What follows belongs to an exercise in optimizing a design on an open flow for small area; a production flow would make more cautious choices.
Function was checked by simulation only, so behaviour that the tests miss may differ from the original.
Power and IR drop assume default switching activity.

==> trial 12: inputs <==
==> flow/design.v <==
module SPI_Nand2 (input logic a, b, output logic y);
	assign y = ~(a & b);
endmodule
module SPI_And2 (input logic a, b, output logic y);
	assign y = a & b;
endmodule
module SPI_Nand3 (input logic a, b, c, output logic y);
	assign y = ~(a & b & c);
endmodule
module SPI_Nand4 (input logic a, b, c, d, output logic y);
	assign y = ~(a & b & c & d);
endmodule
module SPI_Nor2 (input logic a, b, output logic y);
	assign y = ~(a | b);
endmodule
module SPI_And3 (input logic a, b, c, output logic y);
	assign y = a & b & c;
endmodule
module SPI_Oai21 (input logic a1, a2, b1, output logic y);
	assign y = ~((a1 | a2) & b1);
endmodule
module SPI_Aoi222 (input logic a1, a2, b1, b2, c1, c2, output logic y);
	assign y = ~((a1 & a2) | (b1 & b2) | (c1 & c2));
endmodule
module SPI_BitUpdate
	(input logic	en_n, h, dn, q,
	output logic	nq);
	logic	t;
	SPI_Nand2 u_hold (.a(q), .b(h), .y(t));
	SPI_Oai21 u_load (.a1(en_n), .a2(dn), .b1(t), .y(nq));
endmodule
module SPI_ColumnRead
	(input logic[31:0]	sel,
	input logic[31:0]	d,
	output logic		o);
	logic[11:0]	g;
	logic[2:0]	h;
	genvar i;
	generate
		for (i = 0; i < 10; i++)
		begin : g_aoi
			SPI_Aoi222 u_aoi (.a1(sel[3 * i]), .a2(d[3 * i]), .b1(sel[3 * i + 1]), .b2(d[3 * i + 1]),
				.c1(sel[3 * i + 2]), .c2(d[3 * i + 2]), .y(g[i]));
		end
	endgenerate
	SPI_Nand2 u_n30 (.a(sel[30]), .b(d[30]), .y(g[10]));
	SPI_Nand2 u_n31 (.a(sel[31]), .b(d[31]), .y(g[11]));
	SPI_Nand4 u_h0 (.a(g[0]), .b(g[1]), .c(g[2]), .d(g[3]), .y(h[0]));
	SPI_Nand4 u_h1 (.a(g[4]), .b(g[5]), .c(g[6]), .d(g[7]), .y(h[1]));
	SPI_Nand4 u_h2 (.a(g[8]), .b(g[9]), .c(g[10]), .d(g[11]), .y(h[2]));
	assign o = |h;
endmodule
module SPI_Decoder
	(input logic[4:0]	a, a_n,
	input logic			v,
	output logic[31:0]	sel,
	output logic[31:0]	en_n);
	logic[3:0]	lo, lo_n;
	logic[7:0]	hi, hi_n;
	genvar i;
	generate
		for (i = 0; i < 4; i++)
		begin : g_lo
			SPI_Nand3 u_lo_n (.a(i[0] ? a[0] : a_n[0]), .b(i[1] ? a[1] : a_n[1]), .c(v), .y(lo_n[i]));
			SPI_And2 u_lo (.a(i[0] ? a[0] : a_n[0]), .b(i[1] ? a[1] : a_n[1]), .y(lo[i]));
		end
		for (i = 0; i < 8; i++)
		begin : g_hi
			SPI_Nand3 u_hi_n (.a(i[0] ? a[2] : a_n[2]), .b(i[1] ? a[3] : a_n[3]), .c(i[2] ? a[4] : a_n[4]), .y(hi_n[i]));
			SPI_And3 u_hi (.a(i[0] ? a[2] : a_n[2]), .b(i[1] ? a[3] : a_n[3]), .c(i[2] ? a[4] : a_n[4]), .y(hi[i]));
		end
		for (i = 0; i < 32; i++)
		begin : g_y
			SPI_Nor2 u_sel (.a(lo_n[i % 4]), .b(hi_n[i / 4]), .y(sel[i]));
			SPI_Nand2 u_en (.a(lo[i % 4]), .b(hi[i / 4]), .y(en_n[i]));
		end
	endgenerate
endmodule
module SPI_Slave
	#(parameter	DataWidth	= 8,
				BuferSize	= 32)
	(input logic					i_SCK, i_NRESET,
	input logic						i_NCE,
	input logic						i_MOSI,
	output logic					o_MISO,
	input logic[(DataWidth - 1):0]	i_WriteData,
	output logic[(DataWidth - 1):0]	o_ReadData);
	logic[4:0]		S, C;
	logic[2:0]		K;
	logic[7:0]		s_DataBufer[0:31];
	logic[7:0]		s_Next[0:31];
	logic			s_Valid;
	logic[31:0]		Hold;
	logic[7:0]		s_Prev;
	logic			s_MISO;
	logic[7:0]		s_ReadData_Reg;
	logic[4:0]		Addr, C_next;
	logic[31:0]		Sel, En_n;
	logic[7:0]		RdByte, WrByte, WrByteN;
	logic[31:0]		Column[0:7];
	assign Addr = i_NCE ? C : S;
	SPI_Decoder u_dec (.a(Addr), .a_n(~Addr), .v(s_Valid), .sel(Sel), .en_n(En_n));
	always_comb
		for (int j = 0; j < 8; j++)
			WrByte[j] = i_NCE ? i_WriteData[j] : ((K == j) ? i_MOSI : RdByte[j]);
	assign WrByteN = ~WrByte;
	genvar gi, gj;
	generate
		for (gi = 0; gi < 32; gi++)
		begin : g_hold
			SPI_And2 u_hold (.a(En_n[gi]), .b(s_Valid), .y(Hold[gi]));
		end
		for (gj = 0; gj < 8; gj++)
		begin : g_col
			for (gi = 0; gi < 32; gi++)
			begin : g_bit
				assign Column[gj][gi] = s_DataBufer[gi][gj];
				SPI_BitUpdate u_upd (.en_n(En_n[gi]), .h(Hold[gi]), .dn(WrByteN[gj]), .q(s_DataBufer[gi][gj]), .nq(s_Next[gi][gj]));
			end
			SPI_ColumnRead u_rd (.sel(Sel), .d(Column[gj]), .o(RdByte[gj]));
		end
	endgenerate
	function automatic logic[4:0] Next(input logic[4:0] x);
		Next = {x[3:0], x[4] ^ x[2] ^ (x[3:0] == 4'd0)};
	endfunction
	assign C_next = Next(C);
	always_ff	@(posedge i_SCK, negedge i_NRESET)
	begin
		if (~i_NRESET)
		begin
			s_Valid <= 1'b0;
			s_Prev <= 8'b0;
			S <= 5'd0;
			C <= 5'd0;
			K <= 3'd7;
		end
		else
		begin
			s_Valid <= 1'b1;
			if (i_NCE)
			begin
				if (C_next == S)	s_Prev <= i_WriteData;
				C <= C_next;
			end
			else
			begin
				K <= K - 3'd1;
				if (K == 3'd0)
				begin
					s_Prev <= WrByte;
					S <= Next(S);
				end
			end
		end
	end
	always_ff	@(posedge i_SCK)
		for (int i = 0; i < 32; i++)	s_DataBufer[i] <= s_Next[i];
	always_ff	@(posedge i_SCK)
	begin
		if (i_NRESET)
		begin
			if (~i_NCE)
				s_MISO <= s_Prev[K];
			else
				s_ReadData_Reg <= RdByte;
		end
	end
	assign o_MISO = s_MISO;
	assign o_ReadData = s_ReadData_Reg;
endmodule
==> flow/flow/run.sh <==
#!/bin/bash
# The standard layout (standard.sh), with two changes: the ports are buffered
# by the smallest buffer, and clock tree synthesis inserts no dummy loads.
# ORFS's logs stay under orfs/logs; the make output goes to standard.log.
set -euo pipefail
export BUFFER_PORTS_ARGS="-buffer_cell sky130_fd_sc_hd__buf_1"
export CTS_ARGS="-sink_clustering_enable -repair_clock_nets -sink_clustering_size 30 -sink_clustering_max_diameter 100 -buf_list sky130_fd_sc_hd__clkbuf_16 -dont_use_dummy_load"
bash standard.sh > standard.log 2>&1
==> flow/standard.sh <==
#!/bin/bash
# synth_recipe.tcl (not shown) runs the flow's synth.tcl, then flattens the netlist and writes it again
# the make line also repeats each setting of config.mk as NAME=value (left out here)
make -C /OpenROAD-flow-scripts/flow DESIGN_CONFIG=/design/flow/config.mk WORK_HOME=/design/flow/orfs CLKGATE_MAP_FILE= SYNTH_SCRIPT=/design/flow/synth_recipe.tcl "${@:-finish}"
==> flow/config.mk <==
export PLATFORM = sky130hd
export DESIGN_NAME = SPI_Slave
export DESIGN_NICKNAME = SPI_Slave
export VERILOG_FILES = /design/flow/design.v
export SDC_FILE = /design/flow/constraint.sdc
export NUM_CORES = 4
export LEC_CHECK = 0
export CAP_MARGIN = 20
export CORE_MARGIN = 2
export CORE_UTILIZATION = 55
export CTS_BUF_LIST = sky130_fd_sc_hd__clkbuf_16
export CTS_CLUSTER_DIAMETER = 100
export CTS_CLUSTER_SIZE = 30
export SLEW_MARGIN = 20
export SYNTH_HIERARCHICAL = 1
==> flow/constraint.sdc <==
create_clock -name core_clock -period 6.0 [get_ports {i_SCK}]
set_input_delay 1.2000 -clock core_clock [delete_from_list [all_inputs] [get_ports {i_SCK}]]
set_output_delay 1.2000 -clock core_clock [all_outputs]
set_load 0.01 [all_outputs]
==> inputs of trial 16, as changes to trial 12 <==
==> flow/design.v (replaced) <==
module SPI_Slave
	#(parameter	DataWidth	= 8,
				BuferSize	= 32)
	(input logic					i_SCK, i_NRESET,
	input logic						i_NCE,
	input logic						i_MOSI,
	output logic					o_MISO,
	input logic[(DataWidth - 1):0]	i_WriteData,
	output logic[(DataWidth - 1):0]	o_ReadData);
	logic[4:0]		S, C;
	logic[2:0]		K;
	logic[7:0]		W;
	logic[7:0]		s_DataBufer[0:31];
	logic			s_MISO;
	logic[7:0]		s_ReadData_Reg;
	logic[4:0]		RdAddr;
	logic[31:0]		RdSel, WrEn;
	logic[7:0]		RdByte, RdMerged, WrByte;
	logic			CS_live;
	assign RdAddr = i_NCE ? C : (S - 5'd1);
	always_comb
	begin
		RdByte = 8'b0;
		for (int i = 0; i < 32; i++)
		begin
			RdSel[i] = (RdAddr == i);
			WrEn[i] = i_NCE ? RdSel[i] : ((K == 3'd0) && (RdAddr == ((i - 1) & 31)));
			RdByte = RdByte | (s_DataBufer[i] & {8{RdSel[i]}});
		end
	end
	assign CS_live = (C == S);
	always_comb
		for (int j = 0; j < 8; j++)
			RdMerged[j] = (CS_live && (j > K)) ? W[j] : RdByte[j];
	assign WrByte = i_NCE ? i_WriteData : {W[7:1], i_MOSI};
	always_ff	@(posedge i_SCK, negedge i_NRESET)
	begin
		if (~i_NRESET)
		begin
			for (int i = 0; i < 32; i++)	s_DataBufer[i] <= 8'b0;
			S <= 5'd0;
			C <= 5'd0;
			K <= 3'd7;
		end
		else
		begin
			for (int i = 0; i < 32; i++)
				if (WrEn[i])	s_DataBufer[i] <= WrByte;
			if (i_NCE)
				C <= C + 5'd1;
			else
			begin
				K <= K - 3'd1;
				if (K == 3'd0)	S <= S + 5'd1;
			end
		end
	end
	always_ff	@(posedge i_SCK)
	begin
		if (i_NCE)
		begin
			if (CS_live)	W <= i_WriteData;
		end
		else
			W[K] <= i_MOSI;
	end
	always_ff	@(posedge i_SCK)
	begin
		if (i_NRESET)
		begin
			if (~i_NCE)
				s_MISO <= RdByte[K];
			else
				s_ReadData_Reg <= RdMerged;
		end
	end
	assign o_MISO = s_MISO;
	assign o_ReadData = s_ReadData_Reg;
endmodule
==> flow/run.sh (new file) <==
#!/bin/bash
# synth_recipe.tcl (not shown) runs the flow's synth.tcl, then flattens the netlist and writes it again
# the make line also repeats each setting of config.mk as NAME=value (left out here)
make -C /OpenROAD-flow-scripts/flow DESIGN_CONFIG=/design/flow/config.mk WORK_HOME=/design/flow/orfs CLKGATE_MAP_FILE= SYNTH_SCRIPT=/design/flow/synth_recipe.tcl finish
CORE_UTILIZATION = 40   (was 55)
CTS_BUF_LIST = not set   (was sky130_fd_sc_hd__clkbuf_16)
CTS_CLUSTER_DIAMETER = not set   (was 100)
CTS_CLUSTER_SIZE = not set   (was 30)
SYNTH_HIERARCHICAL = not set   (was 1)
removed: flow/flow/run.sh
removed: flow/standard.sh
==> inputs of trial 9, as changes to trial 12 <==
CAP_MARGIN = 0   (was 20)
CORE_UTILIZATION = 68   (was 55)
CTS_BUF_LIST = not set   (was sky130_fd_sc_hd__clkbuf_16)
CTS_CLUSTER_DIAMETER = not set   (was 100)
CTS_CLUSTER_SIZE = not set   (was 30)
SLEW_MARGIN = 0   (was 20)
==> inputs of trial 24, as changes to trial 12 <==
CAP_MARGIN = 0   (was 20)
CORE_UTILIZATION = 60   (was 55)
CTS_BUF_LIST = not set   (was sky130_fd_sc_hd__clkbuf_16)
CTS_CLUSTER_DIAMETER = not set   (was 100)
CTS_CLUSTER_SIZE = not set   (was 30)
SLEW_MARGIN = 0   (was 20)
==> comparison table <==
|  | trial 9 | trial 24 | trial 12 | trial 16 |
|---|---|---|---|---|
| CP Data Arrival Time | 5430 ps | 5390 ps | 5130 ps | 4980 ps |
| Result of the run | timing/DRC/antenna clean | timing/DRC/antenna clean | timing/DRC/antenna clean | timing/DRC/antenna clean |
| Power share of the clock group | 23.4% | 23.5% | 23.5% | 21.1% |
| Clock transition at the registers of the reported paths | 110 ps | 110 ps | 110 ps | 70 ps |
| Filler Cell Count | 1149 | 1500 | 1716 | 3255 |
| Routability congestion estimate from global placement | 0.981 | 0.928 | 0.929 | 0.980 |
| Xor and xnor area share after synthesis | 0.658% | 0.658% | 0.658% | 1.07% |
| Biggest area consumer among synthesized cells | sky130_fd_sc_hd__dfxtp_1 | sky130_fd_sc_hd__dfxtp_1 | sky130_fd_sc_hd__dfxtp_1 | sky130_fd_sc_hd__dfrtp_1 |
| Top-area cell type share of the netlist area | 48.1% | 48.1% | 48.1% | 48.3% |
| Final critical-path required period | 5100 ps | 5070 ps | 4830 ps | 4630 ps |
| Maximum clock rate | 196 MHz | 197 MHz | 207 MHz | 216 MHz |
| Final Util | 75.1% | 66.4% | 61.5% | 46.4% |
| Total power | 0.00409 W | 0.00409 W | 0.00410 W | 0.00930 W |
| Wire length per cell | 21.3 um | 21.8 um | 21.2 um | 29.8 um |
| Normalized max-slew margin | 22.5% | 27.5% | 30.1% | 19.8% |

what the ideal ports hide:
Ports are ideal in the flow. The routed layouts listed here were re-timed in OpenROAD. Step 1 assumes that a clkbuf_16 drives the clock port and a buf_2 every other input. Step 2 adds t to the input delays and takes it off the output delays; t is the mean of the earliest and latest rising clock arrival at the registers after step 1. Input paths then give back, and output paths get back, about the clock's delay inside the block. a / b / c = ideal ports / drivers / drivers and shift; a / b = the first two.
run | shift t [ns] | setup WS [ns] | clock arrival spread, ns | worst register clock-pin slew, ns | worst slew at a driven data input, ns
trial 12 | 0.530 | 1.170 / 1.193 / 0.662 | 0.049 / 0.049 | 0.12 / 0.12 | 0.04
trial 16 | 0.651 | 1.369 / 1.369 / 0.753 | 0.017 / 0.017 | 0.07 / 0.07 | 0.05
trial 9 | 0.520 | 0.900 / 0.918 / 0.398 | 0.038 / 0.038 | 0.11 / 0.11 | 0.04
trial 24 | 0.527 | 0.925 / 0.928 / 0.401 | 0.044 / 0.044 | 0.11 / 0.11 | 0.05
After both steps setup and hold are still met in every run listed. The setup slack of trial 16, which loses most, moves by 0.000 ns with the drivers and by -0.616 ns with both steps.
